This design comes from an exercise in tuning for small area, a short achievable clock period and few clock cycles per item on the open sky130 flow, not from production work. In this exercise RTL edits were held to simulation tests only and were not proved equivalent to the original. No activity file was given, so power comes from the tool's default toggle rates.

==> 06-12 <==
// pm32
module pm32 (
    input  logic          clk,
    input  logic          rst,
    input  logic          start,
    input  logic [31:0]   mc,
    input  logic [31:0]   mp,
    output logic [63:0]   p,
    output logic          done,
    input  logic          op  
);
clock: 5.0 ns
lec_check: 0
cap_margin: 20
core_margin: 2
core_utilization: 40
slew_margin: 20
synth_hierarchical: 1
standard.sh (not shown) runs the stock make flow with config.mk's settings and CLKGATE_MAP_FILE= SYNTH_SCRIPT=/design/flow/synth_recipe.tcl, a recipe that flattens the netlist after the stock synthesis.
==> flow/flow/run.sh <==
#!/bin/bash
# The standard layout, with the port buffers made of buf_4 cells instead of the
# cell buffer_ports picks by itself (a slow delay buffer on sky130hd).
set -euo pipefail
export BUFFER_PORTS_ARGS="-buffer_cell sky130_fd_sc_hd__buf_4"
bash standard.sh > standard.log 2>&1
==> 09-18 (differences from 06-12) <==
==> flow/run.sh (new file) <==
#!/bin/bash
# synth_recipe.tcl (not shown) runs the flow's synth.tcl, then flattens the netlist and writes it again
# the make line also repeats each setting of config.mk as NAME=value (left out here)
make -C /OpenROAD-flow-scripts/flow DESIGN_CONFIG=/design/flow/config.mk WORK_HOME=/design/flow/orfs CLKGATE_MAP_FILE= SYNTH_SCRIPT=/design/flow/synth_recipe.tcl finish
removed: flow/flow/run.sh
removed: flow/standard.sh
==> summary.md <==
| Metric | Value |
|---|---|
| Most frequent cells in the layout | xnor2_1, o22ai_1, buf_4, fa_1, ha_1 |
| All-Layer GR Usage | 27.5% |
| Seq power | 3.08 mW |
| CP required | 5.16 ns |
| Routed wl met3 | 9160 um |
| Fraction of area in multi-input gates | 69.0% |
| M1 GR Usage | 39.4% |
| FILL cells | 5706 |
| Psw | 12.4 mW |
| Met3 usage | 5.16% |
| Worst path slowest cell | fa_1 |
| Tot Pwr | 25.2 mW |
| Final instance area | 31200 um^2 |
| Status | finished clean |
| Avg WL per Cell | 25.0 um |
# the run above: 06-12

==> summary.md <==
| Metric | Value |
|---|---|
| Status | failed layout checks |
| Fail Reasons | setup timing |
| Seq power | 3.07 mW |
| Avg WL per Cell | 24.8 um |
| Tot Pwr | 26.1 mW |
| Psw | 12.5 mW |
| Final instance area | 34000 um^2 |
| Finish-stage setup viols | 1 |
| Top delay family on crit path | adder cells |
| CP required | 5.17 ns |
| Met3 usage | 6.56% |
| FILL cells | 5391 |
| Setup ws final | -0.00451 ns |
| Fraction of area in multi-input gates | 66.1% |
| Routed wl met3 | 10000 um |
| All-Layer GR Usage | 28.0% |
# the run above: 09-18

Testbench counts of 06-12, summed over its fixed seeds: cycles 1,600, items 1,600.
Testbench counts of 09-18, summed over its fixed seeds: cycles 1,600, items 1,600.

---

==> inputs of fjord <==
Another version of the RTL of pm32 (not shown whole).
export LEC_CHECK = 0
export CAP_MARGIN = 20
export CORE_MARGIN = 2
export CORE_UTILIZATION = 40
export PLACE_DENSITY = 0.8
export SLEW_MARGIN = 20
export SYNTH_HIERARCHICAL = 1
create_clock -name core_clock -period 5.0 [get_ports {clk}]
==> flow/flow/run.sh <==
#!/bin/bash
# The standard layout, with the port buffers chosen here instead of by
# buffer_ports itself (it picks a slow delay buffer on sky130hd): buf_4 on the
# inputs, which feed the multiplier's wide fanout, and buf_1 on the outputs.
set -euo pipefail
export DONT_BUFFER_PORTS=1
export PRE_GLOBAL_PLACE_TCL="$PWD/flow/ports.tcl"
export POST_GLOBAL_PLACE_TCL="$PWD/flow/ports_post.tcl"
bash standard.sh > standard.log 2>&1
==> flow/flow/ports.tcl <==
# Sourced by ORFS's global_place.tcl before placement (DONT_BUFFER_PORTS=1
# skips its own buffer_ports call): every input and output port gets a buffer.
# They are kept from remove_buffers, which runs next, by dont_touch until
# placement is done (ports_post.tcl).
buffer_ports -inputs -buffer_cell sky130_fd_sc_hd__buf_4
buffer_ports -outputs -buffer_cell sky130_fd_sc_hd__buf_1
set port_bufs [concat [get_cells input*] [get_cells output*]]
puts "port buffers: [llength $port_bufs]"
set_dont_touch $port_bufs
==> flow/flow/ports_post.tcl <==
# Sourced by ORFS's global_place.tcl after placement: the port buffers may be
# resized again from here on.
set port_bufs [concat [get_cells input*] [get_cells output*]]
puts "port buffers after placement: [llength $port_bufs]"
unset_dont_touch $port_bufs
==> umber (differences from fjord) <==
--- a/flow/config.mk
+++ b/flow/config.mk
@@ -9,5 +9,6 @@
 export CORE_MARGIN = 2
 export CORE_UTILIZATION = 40
 export PLACE_DENSITY = 0.8
+export SETUP_SLACK_MARGIN = 0.6
 export SLEW_MARGIN = 20
 export SYNTH_HIERARCHICAL = 1
==> out/metrics.cfg <==
[run_status]
status=complete, no violations

[pwr]
power_frac_clock_pct=5.6
p_comb_share_pct=81.3
p_int_mw=12.41

[detailed_routing]
met1Wirelength_microns=29870
dr.first_iter.drc_count=1910
wl_met2_microns=35050
wl_met3_microns=9119
totalWireLength_microns=77500

[sta]
slew_headroom_pct=45.41

[global_route]
grt_pass1_vias=21340
grt_max_degree=63

[clock_tree]
clkTransAtPathRegs_ns=0.05

[finish]
fin_util_pct=49.70
n_clock_buffer=19

[worst_setup_path]
crit_fanout=13

[placed_design]
dp_hpwl_microns=64650

That was fjord.
==> out/metrics.cfg <==
[run_status]
status=complete, no violations

[detailed_routing]
totalWireLength_microns=82200
met1Wirelength_microns=30780
wl_met2_microns=37950
wl_met3_microns=9884

[pwr]
p_comb_share_pct=82.4
power_frac_clock_pct=5.3
p_int_mw=13.53

[worst_setup_path]
crit_fanout=9

[global_route]
grt_pass1_vias=21500

That was umber.
Testbench counts of fjord, summed over its fixed seeds: cycles 1,600, items 1,600.
Testbench counts of umber, summed over its fixed seeds: cycles 1,600, items 1,600.

---

==> build 63: inputs <==
Another version of the RTL of pm32 (not shown whole).
==> flow/config.mk <==
export PLATFORM = sky130hd
export DESIGN_NAME = pm32
export DESIGN_NICKNAME = pm32
export VERILOG_FILES = /design/flow/design.v
export SDC_FILE = /design/flow/constraint.sdc
export NUM_CORES = 4
export LEC_CHECK = 0
export CAP_MARGIN = 20
export CORE_MARGIN = 2
export CORE_UTILIZATION = 40
export SLEW_MARGIN = 20
export SYNTH_HIERARCHICAL = 1
==> flow/constraint.sdc <==
create_clock -name core_clock -period 5.0 [get_ports {clk}]
set_input_delay 1.0000 -clock core_clock [delete_from_list [all_inputs] [get_ports {clk}]]
set_output_delay 1.0000 -clock core_clock [all_outputs]
set_load 0.01 [all_outputs]
==> flow/flow/run.sh <==
#!/bin/bash
# The standard layout, with the port buffers made of buf_4 cells instead of the
# cell buffer_ports picks by itself (a slow delay buffer on sky130hd).
set -euo pipefail
export BUFFER_PORTS_ARGS="-buffer_cell sky130_fd_sc_hd__buf_4"
bash standard.sh > standard.log 2>&1
==> trial 86 (differences from build 63) <==
==> flow/flow/run.sh (replaced) <==
#!/bin/bash
# The standard layout, with the port buffers chosen here instead of by
# buffer_ports itself (it picks a slow delay buffer on sky130hd): buf_4 on the
# inputs, which feed the multiplier's wide fanout, and buf_1 on the outputs.
set -euo pipefail
export DONT_BUFFER_PORTS=1
export PRE_GLOBAL_PLACE_TCL="$PWD/flow/ports.tcl"
bash standard.sh > standard.log 2>&1
==> flow/flow/ports.tcl (new file) <==
# Sourced by ORFS's global_place.tcl before placement (DONT_BUFFER_PORTS=1
# skips its own buffer_ports call): every input and output port gets a buffer.
buffer_ports -inputs -buffer_cell sky130_fd_sc_hd__buf_4
buffer_ports -outputs -buffer_cell sky130_fd_sc_hd__buf_1
==> comparison table <==
|  | build 63 | trial 86 |
|---|---|---|
| Critical-path maximum fanout | 10 | 41 |
| Fin util | 50.0% | 44.9% |
| Share of the final layout cell area in sequential cells | 11.2% | 12.4% |
| Switching power of the nets | 12.8 mW | 11.5 mW |
| Comb pwr share | 83.3% | 80.9% |
| Routed met3 length | 9620 um | 9340 um |
| Detailed-router iteration count before antenna repair | 6 | 5 |
| Total GRT Usage | 28.5% | 26.5% |
| Sequential power share | 11.9% | 13.6% |
| Multi-input gate area | 21300 um^2 | 21300 um^2 |
| Highest routed layer | met4 | met5 |
| Worst hold slack | 393 ps | 280 ps |
| Capturing element of the worst setup path | rc[24]$_DFFE_PP_ | rc[22]$_DFFE_PP_ |
| Clock-cell share of area | 1.85% | 2.09% |
| Non-clock buffer contribution to total cell area | 13.0% | 3.27% |
| Worst slack at placement | -409 ps | -151 ps |
| Worst IR drop on VDD | 714 uV | 670 uV |
| Slack of the worst reg-to-reg path | 4300 ps | 4250 ps |
| Clock latency reported for the late side of the worst-skew pair | 440 ps | 430 ps |
| Result of the run | timing/DRC/antenna clean | timing/DRC/antenna clean |
| CP Data Arrival Time | 5090 ps | 4930 ps |
| Non-Filler Instances | 3759 | 3375 |
| LEAKAGE | 11.3 nW | 9.35 nW |
| Maximum clock frequency | 204 MHz | 210 MHz |
| Met2 Usage GRT | 43.8% | 40.4% |
Testbench counts of build 63, summed over its fixed seeds: cycles 1,600, items 1,600.
Testbench counts of trial 86, summed over its fixed seeds: cycles 1,600, items 1,600.

---

==> juniper: inputs <==
pm32, a different RTL version from the one above (not shown whole).
==> flow/config.mk <==
export PLATFORM = sky130hd
export DESIGN_NAME = pm32
export DESIGN_NICKNAME = pm32
export VERILOG_FILES = /design/flow/design.v
export SDC_FILE = /design/flow/constraint.sdc
export NUM_CORES = 4
export LEC_CHECK = 0
export CAP_MARGIN = 20
export CORE_MARGIN = 2
export CORE_UTILIZATION = 40
export PLACE_DENSITY = 0.8
export SETUP_SLACK_MARGIN = 0.45
export SLEW_MARGIN = 20
export SYNTH_HIERARCHICAL = 1
==> flow/constraint.sdc <==
create_clock -name core_clock -period 5.0 [get_ports {clk}]
set_input_delay 1.0000 -clock core_clock [delete_from_list [all_inputs] [get_ports {clk}]]
set_output_delay 1.0000 -clock core_clock [all_outputs]
set_load 0.01 [all_outputs]
==> flow/flow/run.sh <==
#!/bin/bash
# The standard layout, with the port buffers chosen here instead of by
# buffer_ports itself (it picks a slow delay buffer on sky130hd): buf_4 on the
# inputs, which feed the multiplier's wide fanout, and buf_1 on the outputs.
set -euo pipefail
export DONT_BUFFER_PORTS=1
export PRE_GLOBAL_PLACE_TCL="$PWD/flow/ports.tcl"
export POST_GLOBAL_PLACE_TCL="$PWD/flow/ports_post.tcl"
bash standard.sh > standard.log 2>&1
==> flow/flow/ports.tcl <==
# Sourced by ORFS's global_place.tcl before placement (DONT_BUFFER_PORTS=1
# skips its own buffer_ports call): every input and output port gets a buffer.
# They are kept from remove_buffers, which runs next, by dont_touch until
# placement is done (ports_post.tcl).
buffer_ports -inputs -buffer_cell sky130_fd_sc_hd__buf_4
buffer_ports -outputs -buffer_cell sky130_fd_sc_hd__buf_1
set port_bufs [concat [get_cells input*] [get_cells output*]]
puts "port buffers: [llength $port_bufs]"
set_dont_touch $port_bufs
Scripts as last shown in full above: flow/flow/ports_post.tcl
==> maple: changes against juniper <==
==> flow/flow/run.sh (replaced) <==
#!/bin/bash
# The standard layout, with the port buffers chosen here instead of by
# buffer_ports itself (it picks a slow delay buffer on sky130hd): buf_4 on the
# inputs, which feed the multiplier's wide fanout, and on the outputs.
set -euo pipefail
export DONT_BUFFER_PORTS=1
export PRE_GLOBAL_PLACE_TCL="$PWD/flow/ports.tcl"
export POST_GLOBAL_PLACE_TCL="$PWD/flow/ports_post.tcl"
bash standard.sh > standard.log 2>&1
--- a/flow/flow/ports.tcl
+++ b/flow/flow/ports.tcl
@@ -3,7 +3,7 @@
 # They are kept from remove_buffers, which runs next, by dont_touch until
 # placement is done (ports_post.tcl).
 buffer_ports -inputs -buffer_cell sky130_fd_sc_hd__buf_4
-buffer_ports -outputs -buffer_cell sky130_fd_sc_hd__buf_1
+buffer_ports -outputs -buffer_cell sky130_fd_sc_hd__buf_4
 set port_bufs [concat [get_cells input*] [get_cells output*]]
 puts "port buffers: [llength $port_bufs]"
 set_dont_touch $port_bufs
SETUP_SLACK_MARGIN = 0.6   (was 0.45)
==> results.txt <==
| item | maple | juniper |
|---|---|---|
| Status | complete, no violations | complete, no violations |
| Peak supply drop | 0.786 mV | 0.681 mV |
| GRT met1 Usage | 31.8% | 30.2% |
| GRT met2 Usage | 42.3% | 40.7% |
| Crit share post-route | 87.3% | 91.9% |
| Worst-margin pin slew | 0.749 ns | 1.00 ns |
| Worst hold slack | 0.374 ns | 0.379 ns |
| Via density per instance | 6.11 | 6.03 |
| Comb group | 0.0237 W | 0.0212 W |
| Non-clock buffer count | 295 | 290 |
| Post-route design area | 30900 µm² | 29900 µm² |
| Clk latency of the worst-skew pair | 0.46 ns | 0.45 ns |
| Delay of the slowest critical-path stage | 0.59 ns | 0.80 ns |
| Minimum setup slack among reg-to-reg paths | 4.29 ns | 4.27 ns |
| Proportion of layout cells with a drive suffix above 1 | 20.2% | 15.4% |
| Antenna Cells | 3 | 4 |
| Sum of met3 wire segment lengths after detailed routing | 9940 µm | 9200 µm |
Testbench counts of juniper, summed over its fixed seeds: cycles 1,600, items 1,600.
Testbench counts of maple, summed over its fixed seeds: cycles 1,600, items 1,600.

[static timing again, ports no longer ideal]
Ports are ideal in the flow. The routed layouts listed here were re-timed in OpenROAD.
Step 1 sets driving cells, clkbuf_16 on the clock port and buf_2 on the other inputs (assumed; they add their load-dependent delay and slew).
Step 2 moves the port delays by t, midway between the first and last clock arrival at a register: inputs arrive t later, outputs are due t later. That takes back most of the time a late clock gives input paths.
Three values: ideal ports, drivers, drivers and shift; two values: the first two.
| run | shift t [ns] | setup WS [ns] | worst setup path at the end | slew at the worst register clock pin (ns) | slew violations | max-capacitance violations | pins driven straight from the clock port |
|---|---|---|---|---|---|---|---|
| 06-12 | 0.465 | 0.070 / 0.088 / -0.376 | input to register | 0.06 / 0.06 | 0 / 0 | 0 / 0 | 1 |
| 09-18 | 0.465 | -0.005 / 0.023 / -0.442 | input to register | 0.06 / 0.06 | 0 / 0 | 0 / 0 | 1 |
| fjord | 0.529 | 0.144 / 0.161 / -0.368 | input to register | 0.06 / 0.06 | 0 / 0 | 0 / 0 | 1 |
| umber | 0.528 | 0.384 / 0.373 / -0.155 | input to register | 0.06 / 0.06 | 0 / 0 | 0 / 0 | 1 |
| build 63 | 0.503 | 0.089 / 0.108 / -0.395 | input to register | 0.06 / 0.06 | 0 / 0 | 0 / 0 | 1 |
| trial 86 | 0.499 | 0.244 / -0.676 / -1.175 | input to register | 0.07 / 0.07 | 0 / 116 | 0 / 1 | 1 |
| juniper | 0.505 | 0.404 / 0.437 / -0.068 | input to register | 0.09 / 0.09 | 0 / 0 | 0 / 0 | 1 |
| maple | 0.516 | 0.634 / 0.595 / 0.144 | input to register | 0.08 / 0.08 | 0 / 0 | 0 / 0 | 1 |
With both steps, setup timing fails in 6 of these runs, where it was met with ideal ports. The drivers bring new slew violations in trial 86. With drivers on, capacitance violations rise in trial 86. The setup slack of trial 86, which loses most, moves by -0.920 ns with the drivers and by -1.419 ns with both steps.
